Source: an optimization exercise on an open RTL-to-GDS flow (aim: small area, a short achievable clock period and few clock cycles per item). Production flows keep margins and buffers that such runs may drop.
Power is estimated from default activity; no workload was simulated.

== before ==
==> module restoringDividerFinal, before the edit <==
module restoringDividerFinal (
    input  logic        clk,
    input  logic        rst,
    input  logic        start,
    input  logic        toggle,
    input  logic        push,
    input  logic [15:0] user_input,
    output logic        valid,
    output logic [6:0]  seg,
    output logic [7:0]  an,
    output logic [15:0] quotient,
    output logic [15:0] remainder
);
    function automatic logic [3:0] msb_pos(input logic [15:0] v);
        logic [7:0] v8;
        logic [3:0] v4;
        logic [1:0] v2;
        msb_pos[3] = |v[15:8];
        v8 = msb_pos[3] ? v[15:8] : v[7:0];
        msb_pos[2] = |v8[7:4];
        v4 = msb_pos[2] ? v8[7:4] : v8[3:0];
        msb_pos[1] = |v4[3:2];
        v2 = msb_pos[1] ? v4[3:2] : v4[1:0];
        msb_pos[0] = v2[1];
    endfunction
    logic [15:0] divisor, dividend;
    logic [3:0]  pb, pa;            
    always_ff @(posedge clk or posedge rst) begin
        if (rst) begin
            divisor  <= 16'd0;
            dividend <= 16'd0;
            pb       <= 4'd0;
            pa       <= 4'd0;
        end else if (push) begin
            if (toggle) begin
                divisor <= user_input;
                pb      <= msb_pos(user_input);
            end else begin
                dividend <= user_input;
                pa       <= msb_pos(user_input);
            end
        end
    end
    logic [15:0] rem_reg;           
    logic [15:0] quo_reg;           
    logic        abit;              
    logic [3:0]  count;             
    logic        busy;
    logic        pre_ok;            
    logic [3:0]  m;                 
    logic        zero_q;            
    logic [15:0] init_rem;
    always_comb begin
        logic [4:0]  bw;            
        logic [15:0] sh;
        bw[0] = 1'b0;
        for (int i = 0; i < 4; i++) begin
            m[i]    = pa[i] ^ pb[i] ^ bw[i];
            bw[i+1] = (~pa[i] & pb[i]) | (~(pa[i] ^ pb[i]) & bw[i]);
        end
        zero_q = bw[4] || (divisor == 16'd0);
        sh = {1'b0, dividend[15:1]};
        if (m[0]) sh = {1'b0, sh[15:1]};
        if (m[1]) sh = {2'b0, sh[15:2]};
        if (m[2]) sh = {4'b0, sh[15:4]};
        if (m[3]) sh = {8'b0, sh[15:8]};
        init_rem = zero_q ? dividend : sh;
    end
    logic [16:0] shifted;
    logic [16:0] borrow;            
    logic [15:0] rem_sub;           
    logic        qbit;
    logic [3:0]  next_index;
    always_comb begin
        logic [16:0] g, t;
        shifted = {rem_reg, abit};
        g = ~shifted & {1'b0, divisor};       
        t = ~shifted | {1'b0, divisor};       
        for (int l = 0; l < 5; l++) begin
            for (int i = 0; i < 17; i++) begin
                if ((i >> l) % 2 == 1) begin
                    g[i] = g[i] | (t[i] & g[((i >> l) << l) - 1]);
                    t[i] = t[i] & t[((i >> l) << l) - 1];
                end
            end
        end
        borrow     = {g[15:0], 1'b0};
        qbit       = ~g[16];
        rem_sub    = shifted[15:0] ^ ({16{qbit}} & (divisor ^ borrow[15:0]));
        next_index = busy ? count - 4'd1 : (start ? m : 4'd0);
    end
    logic        one_step;          
    logic        step_now;          
    always_comb begin
        one_step = (m == 4'd0) && pre_ok;
        step_now = busy || (start && !zero_q && one_step);
    end
    always_ff @(posedge clk) begin
        if (step_now) begin
            rem_reg <= rem_sub;
            quo_reg <= {quo_reg[14:0] & {15{busy}}, qbit};
        end else if (start) begin
            rem_reg <= init_rem;
            quo_reg <= 16'd0;
        end else begin
            rem_reg <= {1'b0, dividend[15:1]};
            quo_reg <= 16'd0;
        end
        count <= busy ? count - 4'd1 : m;
        abit  <= dividend[next_index];
    end
    always_ff @(posedge clk or posedge rst) begin
        if (rst) begin
            busy   <= 1'b0;
            valid  <= 1'b0;
            pre_ok <= 1'b0;
        end else begin
            if (busy) begin
                busy  <= (count != 4'd0);
                valid <= (count == 4'd0);
            end else begin
                busy  <= start && !zero_q && !one_step;
                valid <= start && (zero_q || one_step);
            end
            pre_ok <= !busy && !start && !(push && !toggle);
        end
    end
    assign remainder = rem_reg;
    assign quotient  = quo_reg;
    logic [31:0] shown, shown_next;     
    logic [3:0]  div_count;             
    logic        phase;
    logic        scan_tick;             
    logic [7:0]  an_next;
    logic [3:0]  digit_next;
    logic [6:0]  seg_next;
    always_comb begin
        logic [3:0] new_digit, old_digit;
        shown_next = valid ? {quotient, remainder} : shown;
        an_next    = scan_tick ? {an[6:0], an[7]} : an;
        new_digit  = 4'd0;
        old_digit  = 4'd0;
        for (int i = 0; i < 4; i++) begin
            new_digit = new_digit | (remainder[i*4 +: 4] & {4{~an_next[i]}})
                                  | (quotient[i*4 +: 4]  & {4{~an_next[i+4]}});
            old_digit = old_digit | (shown[i*4 +: 4]      & {4{~an_next[i]}})
                                  | (shown[i*4+16 +: 4]   & {4{~an_next[i+4]}});
        end
        digit_next = valid ? new_digit : old_digit;
        case (digit_next)
            4'h0: seg_next = 7'b1000000;
            4'h1: seg_next = 7'b1111001;
            4'h2: seg_next = 7'b0100100;
            4'h3: seg_next = 7'b0110000;
            4'h4: seg_next = 7'b0011001;
            4'h5: seg_next = 7'b0010010;
            4'h6: seg_next = 7'b0000010;
            4'h7: seg_next = 7'b1111000;
            4'h8: seg_next = 7'b0000000;
            4'h9: seg_next = 7'b0011000;
            4'hA: seg_next = 7'b0001000;
            4'hB: seg_next = 7'b0000011;
            4'hC: seg_next = 7'b1000110;
            4'hD: seg_next = 7'b0100001;
            4'hE: seg_next = 7'b0000110;
            default: seg_next = 7'b0001110;
        endcase
    end
    always_ff @(posedge clk or posedge rst) begin
        if (rst) begin
            shown     <= 32'd0;
            div_count <= 4'd0;
            phase     <= 1'b0;
            scan_tick <= 1'b0;
            an        <= 8'b11111110;
            seg       <= 7'b1000000;
        end else begin
            shown <= shown_next;
            if (div_count == 4'd10) begin
                div_count <= 4'd0;
                phase     <= ~phase;
            end else begin
                div_count <= div_count + 4'd1;
            end
            scan_tick <= (div_count == 4'd9) && !phase;
            an  <= an_next;
            seg <= seg_next;
        end
    end
endmodule
Settings: LEC_CHECK=0, ABC_AREA=1, CAP_MARGIN=20, CORE_MARGIN=2, CORE_UTILIZATION=60, CTS_BUF_LIST=sky130_fd_sc_hd__clkbuf_4 sky130_fd_sc_hd__clkbuf_8, SETUP_SLACK_MARGIN=1.9, SLEW_MARGIN=20; clock period 4.0 ns.
standard.sh (not shown) runs the stock make flow with config.mk's settings and CLKGATE_MAP_FILE= SYNTH_SCRIPT=/design/flow/synth_recipe.tcl, a recipe that flattens the netlist after the stock synthesis.
==> flow/flow/run.sh <==
#!/bin/bash
# The standard ORFS flow (standard.sh) with two changes:
#  - synthesis does not extract full/half adder cells (ABC maps that logic)
#  - port buffers are buf_1 cells (the resizer upsizes those that timing needs)
# make's full output goes to flow.log; ORFS keeps each step's log under orfs/logs.
bash standard.sh ADDER_MAP_FILE= "BUFFER_PORTS_ARGS=-buffer_cell sky130_fd_sc_hd__buf_1" finish > flow.log 2>&1
diff inputs: before => after
-- flow/design.v --
<<< before, line 27
    logic [15:0] divisor, dividend;
    logic [3:0]  pb, pa;            
    always_ff @(posedge clk or posedge rst) begin
        if (rst) begin
>>> after, line 27
    logic [15:0] divisor, dividend;
    logic [3:0]  pb, pa;            
    logic [3:0]  m;                 
    logic        zero_q;            
    logic [3:0]  in_pos;            
    logic [4:0]  m_new_a;           
    logic [4:0]  m_new_b;           
    assign in_pos = msb_pos(user_input);
    always_comb begin
        m_new_a = {1'b0, in_pos} - {1'b0, pb};
        m_new_b = {1'b0, pa} - {1'b0, in_pos};
    end
    always_ff @(posedge clk or posedge rst) begin
        if (rst) begin
<<< before, line 33
            pb       <= 4'd0;
            pa       <= 4'd0;
        end else if (push) begin
            if (toggle) begin
                divisor <= user_input;
                pb      <= msb_pos(user_input);
            end else begin
                dividend <= user_input;
                pa       <= msb_pos(user_input);
            end
        end
>>> after, line 43
            pb       <= 4'd0;
            pa       <= 4'd0;
            m        <= 4'd0;
            zero_q   <= 1'b1;
        end else if (push) begin
            if (toggle) begin
                divisor <= user_input;
                pb      <= in_pos;
                m       <= m_new_b[3:0];
                zero_q  <= m_new_b[4] || (user_input == 16'd0);
            end else begin
                dividend <= user_input;
                pa       <= in_pos;
                m        <= m_new_a[3:0];
                zero_q   <= m_new_a[4] || (divisor == 16'd0);
            end
        end
<<< before, line 49
    logic        busy;
    logic        pre_ok;            
    logic [3:0]  m;                 
    logic        zero_q;            
    logic [15:0] init_rem;
    always_comb begin
        logic [4:0]  bw;            
        logic [15:0] sh;
        bw[0] = 1'b0;
        for (int i = 0; i < 4; i++) begin
            m[i]    = pa[i] ^ pb[i] ^ bw[i];
            bw[i+1] = (~pa[i] & pb[i]) | (~(pa[i] ^ pb[i]) & bw[i]);
        end
        zero_q = bw[4] || (divisor == 16'd0);
        sh = {1'b0, dividend[15:1]};
        if (m[0]) sh = {1'b0, sh[15:1]};
>>> after, line 65
    logic        busy;
    logic        pre_ok;            
    logic [15:0] init_rem;
    always_comb begin
        logic [15:0] sh;
        sh = {1'b0, dividend[15:1]};
        if (m[0]) sh = {1'b0, sh[15:1]};
<<< before, line 137
    logic [6:0]  seg_next;
    always_comb begin
        logic [3:0] new_digit, old_digit;
        shown_next = valid ? {quotient, remainder} : shown;
        an_next    = scan_tick ? {an[6:0], an[7]} : an;
        new_digit  = 4'd0;
        old_digit  = 4'd0;
        for (int i = 0; i < 4; i++) begin
            new_digit = new_digit | (remainder[i*4 +: 4] & {4{~an_next[i]}})
                                  | (quotient[i*4 +: 4]  & {4{~an_next[i+4]}});
            old_digit = old_digit | (shown[i*4 +: 4]      & {4{~an_next[i]}})
                                  | (shown[i*4+16 +: 4]   & {4{~an_next[i+4]}});
        end
        digit_next = valid ? new_digit : old_digit;
        case (digit_next)
            4'h0: seg_next = 7'b1000000;
>>> after, line 144
    logic [6:0]  seg_next;
    always_comb begin
        shown_next = valid ? {quotient, remainder} : shown;
        an_next    = scan_tick ? {an[6:0], an[7]} : an;
        digit_next = 4'd0;
        for (int i = 0; i < 8; i++)
            digit_next = digit_next | (shown_next[i*4 +: 4] & {4{~an_next[i]}});
        case (digit_next)
            4'h0: seg_next = 7'b1000000;
Delta (after minus before): area added between synthesis and finish went up by 12 points; area of the multi-input gates went up by 320 sq um. before ended up with valid as its last element of the critical path; after ended up with seg[2]. Power share of the combinational group: after higher than before. Looking only at wire length on met3, and setting everything else aside, the lower value of after and before goes to before. A worst-path cell with the longest stage delay of dfrtp_4 is what after shows, while dfrtp_2 belongs to before. The post-CTS setup repair buffer count in after sits 21 above the value recorded for before. Changes observed in after relative to before: wire length of the first global-routing pass shrank by 460 um, part of the total power dissipated in the clock network lost 3.8 points, maximum number of pins on one net before global-route repair now larger. Compared to before, after has critical path data required time 1.13 ns higher. Synthesized area (higher): before.
Function was not checked in any run of this note: the RTL went through the layout flow alone.

## port drivers added, routing unchanged
Ports are ideal in the flow. The routed layouts listed here were re-timed in OpenROAD.
Step 1 sets driving cells, clkbuf_16 on the clock port and buf_2 on the other inputs (assumed; they add their load-dependent delay and slew).
Step 2 times the ports against the registers' clock, not the clock port: input delays grow and output delays shrink by t, the midpoint of the rising clock arrivals with the driver on.
a / b / c = ideal ports / drivers / drivers and shift; a / b = the first two.
| run | shift t [ns] | setup slack, ns | worst register clock-pin slew, ns | worst slew at a driven data input, ns |
|---|---|---|---|---|
| before | 0.487 | 1.996 / 1.958 / 1.622 | 0.08 / 0.08 | 0.03 |
| after | 0.501 | 1.662 / 1.662 / 1.291 | 0.10 / 0.10 | 0.06 |
After both steps every run listed still meets setup and hold. The setup slack of before, which loses most, moves by -0.038 ns with the drivers and by -0.374 ns with both steps.
